Background: an optimization exercise with open tools, aiming at small area and a short achievable clock period. Do not read the settings as production practice. Only simulation tests tie the RTL to the original design; equivalence was not proved. No activity file was given, so power comes from the tool's default toggle rates.

run 1:
Design mod3_1, start of the top module:
module mod3_1(
  input clk,
  input reset_n,
  input signed [22:0] a,
  input signed [22:0] b,
  input signed [16:0] c,
  output signed [39:0] y
);
clock: 7.0 ns
lec_check: 0
abc_area: 1
cap_margin: 20
core_margin: 2
core_utilization: 65
cts_buf_list: sky130_fd_sc_hd__clkbuf_8
setup_slack_margin: 3.3
slew_margin: 70
standard.sh (not shown) runs the stock make flow with config.mk's settings and CLKGATE_MAP_FILE= SYNTH_SCRIPT=/design/flow/synth_recipe.tcl, a recipe that flattens the netlist after the stock synthesis.
==> flow/flow/run.sh <==
#!/bin/bash
# Layout flow: the standard layout (standard.sh) with two changes:
#  1. synthesis runs Yosys's synth with -noabc, so the generic "abc -fast" pass does not
#     restructure the design's adder cells before extract_fa; everything else in the
#     synthesis script (synth_recipe.tcl and ORFS synth.tcl) is unchanged.
#  2. the port buffers that place inserts are sky130_fd_sc_hd__buf_1 (buffer_ports
#     -buffer_cell) instead of the cell buffer_ports picks by default.
set -euo pipefail
work=$PWD
sed 's/synth -nofsm -noshare {\*}\$args/synth -nofsm -noshare -noabc {*}$args/' \
  synth_recipe.tcl > flow_synth.tcl
grep -q -- '-noabc' flow_synth.tcl
bash standard.sh "SYNTH_SCRIPT=$work/flow_synth.tcl" \
  "BUFFER_PORTS_ARGS=-buffer_cell ${PORT_BUF:-sky130_fd_sc_hd__buf_1}" finish \
  > flow_make.log 2>&1
Changes in run 2 relative to run 1:
Settings: CTS_BUF_LIST no longer set, was sky130_fd_sc_hd__clkbuf_8; SETUP_SLACK_MARGIN no longer set, was 3.3; SLEW_MARGIN now 20, was 70; CORE_UTILIZATION now 40, was 65.
[summary]
Compared with run 1, in run 2 maximum net fanout on the critical path higher; post-detailed-route wirelength per cell lower.
Compared with run 1, in run 2 final setup slack of the worst path decreased by 0.17 ns relative to the old numbers; non-clock buffer instance count of the final layout decreased by 3 relative to the old numbers; via count decreased by 2.3% relative to the old numbers; site row count increased by 28% relative to the old numbers; met1 track demand over resource in global routing decreased by 15 points relative to the old numbers.
Higher finished layout cell area was reported by run 2, not run 1.
Clock network fraction of design power: run 2 higher than run 1
diff inputs: run 2 => run 3
Settings: a change of SLEW_MARGIN from 20 to 70; an added SETUP_SLACK_MARGIN of 3.8; an added CTS_BUF_LIST of sky130_fd_sc_hd__clkbuf_8.
==> comparison <==
- Having completed the whole flow, run 3 delivered a layout that passed the timing, DRC and antenna checks.
- Of run 3 and run 2, run 2 shows the lower routed wire length, with run 3 above it.
- Compared to run 2, run 3 has cell area after placement about 1.3% higher.
- Of run 3 and run 2, the higher synthesis-to-finish area growth belongs to run 3.
- Diff run 2 -> run 3: via count rose about 5%; clock power fell 17%; number of non-filler instances in the completed layout rose 60; buffering stage count on the worst path with inverters included rose 2.
- The higher latest clock arrival within the worst-skew pair came out of run 3.
- Comparing run 3 and run 2, fmax is lower on run 2.
- Multiplexer area fraction after synthesis came out exactly the same in run 3 and run 2.
## Diff of input files: run 4 against run 3
Settings: changing SETUP_SLACK_MARGIN from 3.8 to 3.4; changing CORE_UTILIZATION from 40 to 65.
==> flow/flow/run.sh <==
#!/bin/bash
# Layout flow: the standard layout (standard.sh, ORFS make) with these changes:
#  1. synthesis runs Yosys's synth with -noabc, so the generic "abc -fast" pass does not
#     restructure the adder logic before extract_fa; the rest of synth_recipe.tcl and of ORFS's
#     synth.tcl is unchanged (same registers and names).
#  2. the final ABC mapping uses flow/abc.script (area mapping, no buffering or gate sizing;
#     OpenROAD's repair steps buffer and size the netlist after placement instead).
#  3. the port buffers that placement inserts are sky130_fd_sc_hd__buf_1.
# Each tool's output goes to ORFS's own logs (orfs/logs/...), and make's output to flow_make.log.
set -euo pipefail
work=$PWD
sed 's/synth -nofsm -noshare {\*}\$args/synth -nofsm -noshare -noabc {*}$args/' \
  synth_recipe.tcl > flow_synth.tcl
grep -q -- '-noabc' flow_synth.tcl
# ORFS scripts, with the ABC area script replaced
rm -rf flow_scripts
cp -r "$FLOW_HOME/scripts" flow_scripts
cp flow/abc.script flow_scripts/abc_area.script
bash standard.sh "SYNTH_SCRIPT=$work/flow_synth.tcl" "SCRIPTS_DIR=$work/flow_scripts" \
  "BUFFER_PORTS_ARGS=-buffer_cell sky130_fd_sc_hd__buf_1" finish \
  > flow_make.log 2>&1
==> flow/flow/abc.script (new file) <==
strash
dch
map -B 0.9
topo
stime -c
buffer -c
dnsize -c
==> run notes <==
Taking run 3 as 1.0, run 4 lands at 0.919 on routed wire length.
| share of synthesized area spent on multiplexers | run 3 vs run 4 | ≈ equal |
On worst setup slack, run 3 beats run 4.


Setup of job 4453:
Starting RTL as in the previous note.
Settings: LEC_CHECK=0, ABC_AREA=1, CAP_MARGIN=20, CORE_MARGIN=2, CORE_UTILIZATION=65, CTS_BUF_LIST=sky130_fd_sc_hd__clkbuf_8, PLACE_DENSITY=0.8, SETUP_SLACK_MARGIN=3.4, SLEW_MARGIN=70; clock period 7.0 ns.
==> flow/flow/run.sh <==
#!/bin/bash
# Layout flow: the standard layout (standard.sh) with two changes:
#  1. synthesis runs Yosys's synth with -noabc, so the generic "abc -fast" pass does not
#     restructure the design's adder cells before extract_fa; everything else in the
#     synthesis script (synth_recipe.tcl and ORFS synth.tcl) is unchanged.
#  2. the port buffers that place inserts are sky130_fd_sc_hd__buf_1 (buffer_ports
#     -buffer_cell) instead of the cell buffer_ports picks by default.
set -euo pipefail
work=$PWD
sed 's/synth -nofsm -noshare {\*}\$args/synth -nofsm -noshare -noabc {*}$args/' \
  synth_recipe.tcl > flow_synth.tcl
grep -q -- '-noabc' flow_synth.tcl
bash standard.sh "SYNTH_SCRIPT=$work/flow_synth.tcl" \
  "BUFFER_PORTS_ARGS=-buffer_cell ${PORT_BUF:-sky130_fd_sc_hd__buf_1}" finish \
  > flow_make.log 2>&1
Job 4453 closes out successfully: all stages finished, all timing, DRC and antenna checks passed.
For job 9610, these inputs were changed with respect to job 4453:
- CORE_UTILIZATION now 85, was 65
- PLACE_DENSITY no longer set, was 0.8
==> run notes <==
Re synthesized area per cell: no difference whatsoever between job 4453 and job 9610. Flow for job 9610 halted at global routing, error code GRT-0232. Job 9610 vs job 4453, initial standard-cell utilization of the core went up by 21 points. Die width ended up about 12% lower on job 9610 than on job 4453.
Input-level comparison between job 6033 and job 9610:
- CORE_UTILIZATION now 75, was 85
Results
Job 6033 went all the way through the flow, and no timing, DRC or antenna check failed. Simple-gate portion of the synthesized area: job 9610 vs job 6033 identical. [compare] base=job 9610 new=job 6033: worst slack after detailed placement up 0.088 ns, chip width up 6.3%, final weighted congestion in routability-driven placement flat, starting density of the core down 10 points. Side by side, HPWL after detailed placement turned out lower in job 6033 than in job 9610. Compared with job 9610, job 6033 shows floorplan die height that has gone up by a few percent. Looking at number of cells after detailed placement, job 6033 sits 0.64% above job 9610. Number of buffers inserted to repair setup after CTS in job 6033 vs job 9610: down 1. When the final numbers for job 9610 and job 6033 were put side by side, the post-cts gate resize count turned out to be smaller in job 6033.
Here is what was changed in the inputs of job 3498 compared with job 6033.
- SETUP_SLACK_MARGIN removed (was 3.4)
- CTS_BUF_LIST removed (was sky130_fd_sc_hd__clkbuf_8)
- SLEW_MARGIN changed from 70 to 20
- CORE_UTILIZATION changed from 75 to 40
==> flow/flow/run.sh <==
#!/bin/bash
# Layout flow: the standard layout (standard.sh, ORFS make) with these changes:
#  1. synthesis runs Yosys's synth with -noabc, so the generic "abc -fast" pass does not
#     restructure the adder logic before extract_fa; the rest of synth_recipe.tcl and of ORFS's
#     synth.tcl is unchanged (same registers and names).
#  2. the final ABC mapping uses flow/abc.script (area mapping, no buffering or gate sizing;
#     OpenROAD's repair steps buffer and size the netlist after placement instead).
#  3. the port buffers that placement inserts are sky130_fd_sc_hd__buf_1.
# Each tool's output goes to ORFS's own logs (orfs/logs/...), and make's output to flow_make.log.
set -euo pipefail
work=$PWD
sed 's/synth -nofsm -noshare {\*}\$args/synth -nofsm -noshare -noabc {*}$args/' \
  synth_recipe.tcl > flow_synth.tcl
grep -q -- '-noabc' flow_synth.tcl
# ORFS scripts, with the ABC area script replaced
rm -rf flow_scripts
cp -r "$FLOW_HOME/scripts" flow_scripts
cp flow/abc.script flow_scripts/abc_area.script
bash standard.sh "SYNTH_SCRIPT=$work/flow_synth.tcl" "SCRIPTS_DIR=$work/flow_scripts" \
  "BUFFER_PORTS_ARGS=-buffer_cell sky130_fd_sc_hd__buf_1" finish \
  > flow_make.log 2>&1
==> flow/flow/abc.script (new file) <==
strash
dch
map -a
topo
Results
Measured against each other, job 3498 and job 6033 differ in portion of total power attributed to the clock network, the higher figure coming from job 3498.
Number of clock-tree buffers in the layout for job 3498: 2 up relative to job 6033
On job 3498: clock buffer and inverter area fraction after layout is 1.5 points higher than what job 6033 gave.
Non-clock buffer count: job 3498 vs job 6033 down 2
Against job 6033, job 3498 comes in 0.9 points higher on sequential cell fraction of total power.
Compared with job 6033, in job 3498 part of the total power dissipated in combinational logic moved down, number of stages on the worst setup path moved up, global routing met3 resource utilization moved down.
Job 3498 ended up with a lower final area than job 6033 did.
Summary of job 3498 over job 6033: die boundary height higher, synthesized area lower.


Setup of lane 1:
Starting RTL as in the previous note.
Settings: LEC_CHECK=0, ABC_AREA=1, CAP_MARGIN=20, CORE_MARGIN=2, CORE_UTILIZATION=40, SLEW_MARGIN=70; clock period 7.0 ns.
==> flow/flow/run.sh <==
#!/bin/bash
# Layout flow: the standard layout (standard.sh, ORFS make) with these changes:
#  1. synthesis runs Yosys's synth with -noabc, so the generic "abc -fast" pass does not
#     restructure the adder logic before extract_fa; the rest of synth_recipe.tcl and of ORFS's
#     synth.tcl is unchanged (same registers and names).
#  2. the final ABC mapping uses flow/abc.script (area mapping, no buffering or gate sizing;
#     OpenROAD's repair steps buffer and size the netlist after placement instead).
#  3. the port buffers that placement inserts are sky130_fd_sc_hd__buf_1.
# Each tool's output goes to ORFS's own logs (orfs/logs/...), and make's output to flow_make.log.
set -euo pipefail
work=$PWD
sed 's/synth -nofsm -noshare {\*}\$args/synth -nofsm -noshare -noabc {*}$args/' \
  synth_recipe.tcl > flow_synth.tcl
grep -q -- '-noabc' flow_synth.tcl
# ORFS scripts, with the ABC area script replaced
rm -rf flow_scripts
cp -r "$FLOW_HOME/scripts" flow_scripts
cp flow/abc.script flow_scripts/abc_area.script
bash standard.sh "SYNTH_SCRIPT=$work/flow_synth.tcl" "SCRIPTS_DIR=$work/flow_scripts" \
  "BUFFER_PORTS_ARGS=-buffer_cell sky130_fd_sc_hd__buf_1" finish \
  > flow_make.log 2>&1
==> flow/flow/abc.script <==
strash
dch
map -B 0.9
topo
Lane 1 ran to completion and came out clean on the timing, DRC and antenna checks.
--- input diff lane 1..lane 2 ---
- CTS_BUF_LIST newly set to sky130_fd_sc_hd__clkbuf_8
- SETUP_SLACK_MARGIN newly set to 3.4
- CORE_UTILIZATION changed from 40 to 65
==> flow/flow/run.sh <==
#!/bin/bash
# Layout flow: the standard layout (standard.sh, ORFS make) with these changes:
#  1. synthesis runs Yosys's synth with -noabc, so the generic "abc -fast" pass does not
#     restructure the adder logic before extract_fa; the rest of synth_recipe.tcl is unchanged
#     (same registers and names).
#  2. a copy of ORFS's scripts is used in which synth.tcl extracts only full adders
#     (extract_fa -fa): half adders are left to ABC as plain gates.
#  3. the port buffers that placement inserts are sky130_fd_sc_hd__buf_1.
# Each tool's output goes to ORFS's own logs (orfs/logs/...), and make's output to flow_make.log.
set -euo pipefail
work=$PWD
sed 's/synth -nofsm -noshare {\*}\$args/synth -nofsm -noshare -noabc {*}$args/' \
  synth_recipe.tcl > flow_synth.tcl
grep -q -- '-noabc' flow_synth.tcl
rm -rf flow_scripts
cp -r "$FLOW_HOME/scripts" flow_scripts
sed -i 's/^  extract_fa {\*}\[dont_use_extract_fa_args\]$/  extract_fa -fa/' flow_scripts/synth.tcl
grep -q '^  extract_fa -fa$' flow_scripts/synth.tcl
bash standard.sh "SYNTH_SCRIPT=$work/flow_synth.tcl" "SCRIPTS_DIR=$work/flow_scripts" \
  "BUFFER_PORTS_ARGS=-buffer_cell sky130_fd_sc_hd__buf_1" finish \
  > flow_make.log 2>&1
removed: flow/flow/abc.script
Results
Between lane 2 and lane 1, the worst-case hold slack figures differ only marginally. Looking at non-clock buffer count in the final layout, lane 2 sits 30 higher than lane 1 does. Re number of H-tree branching levels: no difference whatsoever between lane 2 and lane 1. Row power consumption: lane 2 higher / lane 1 lower. Going from lane 1 to lane 2, the met2 wire length was found to have gone up by 1900 um. The run showing the smaller highest clock rate is lane 1.

[port drivers added, routing unchanged]
The results above use ideal ports. As a check the final layouts listed here were re-extracted and re-timed, cells and wires unchanged.
Step 1 sets driving cells, clkbuf_16 on the clock port and buf_2 on the other inputs (assumed; they add their load-dependent delay and slew).
Step 2 adds t to the input delays and takes it off the output delays; t is the mean of the earliest and latest rising clock arrival at the registers after step 1. Input paths then give back, and output paths get back, about the clock's delay inside the block.
Three values: ideal, step 1, step 2; two values: the first two.
run | t, ns | setup WS [ns] | hold slack, ns | worst setup path at the end
run 1 | 0.490 | 3.415 / 3.373 / 3.372 | 0.321 / 0.321 / 0.321 | input to register
run 2 | 0.483 | 3.248 / 3.223 / 3.248 | 0.314 / 0.314 / 0.314 | register to register
run 3 | 0.521 | 3.494 / 3.446 / 3.457 | 0.323 / 0.323 / 0.323 | input to register
run 4 | 0.507 | 3.442 / 3.396 / 3.334 | 0.323 / 0.323 / 0.323 | input to register
job 4453 | 0.506 | 3.437 / 3.398 / 3.355 | 0.320 / 0.320 / 0.320 | input to register
job 6033 | 0.526 | 3.379 / 3.330 / 3.336 | 0.319 / 0.319 / 0.319 | input to register
job 3498 | 0.479 | 2.680 / 2.632 / 2.622 | 0.326 / 0.326 / 0.326 | input to register
lane 1 | 0.472 | 3.171 / 3.123 / 3.165 | 0.324 / 0.324 / 0.324 | input to register
lane 2 | 0.512 | 3.414 / 3.366 / 3.221 | 0.324 / 0.324 / 0.324 | input to register
After both steps setup and hold are still met in every run listed. The setup slack of lane 2, which loses most, moves by -0.048 ns with the drivers and by -0.193 ns with both steps.
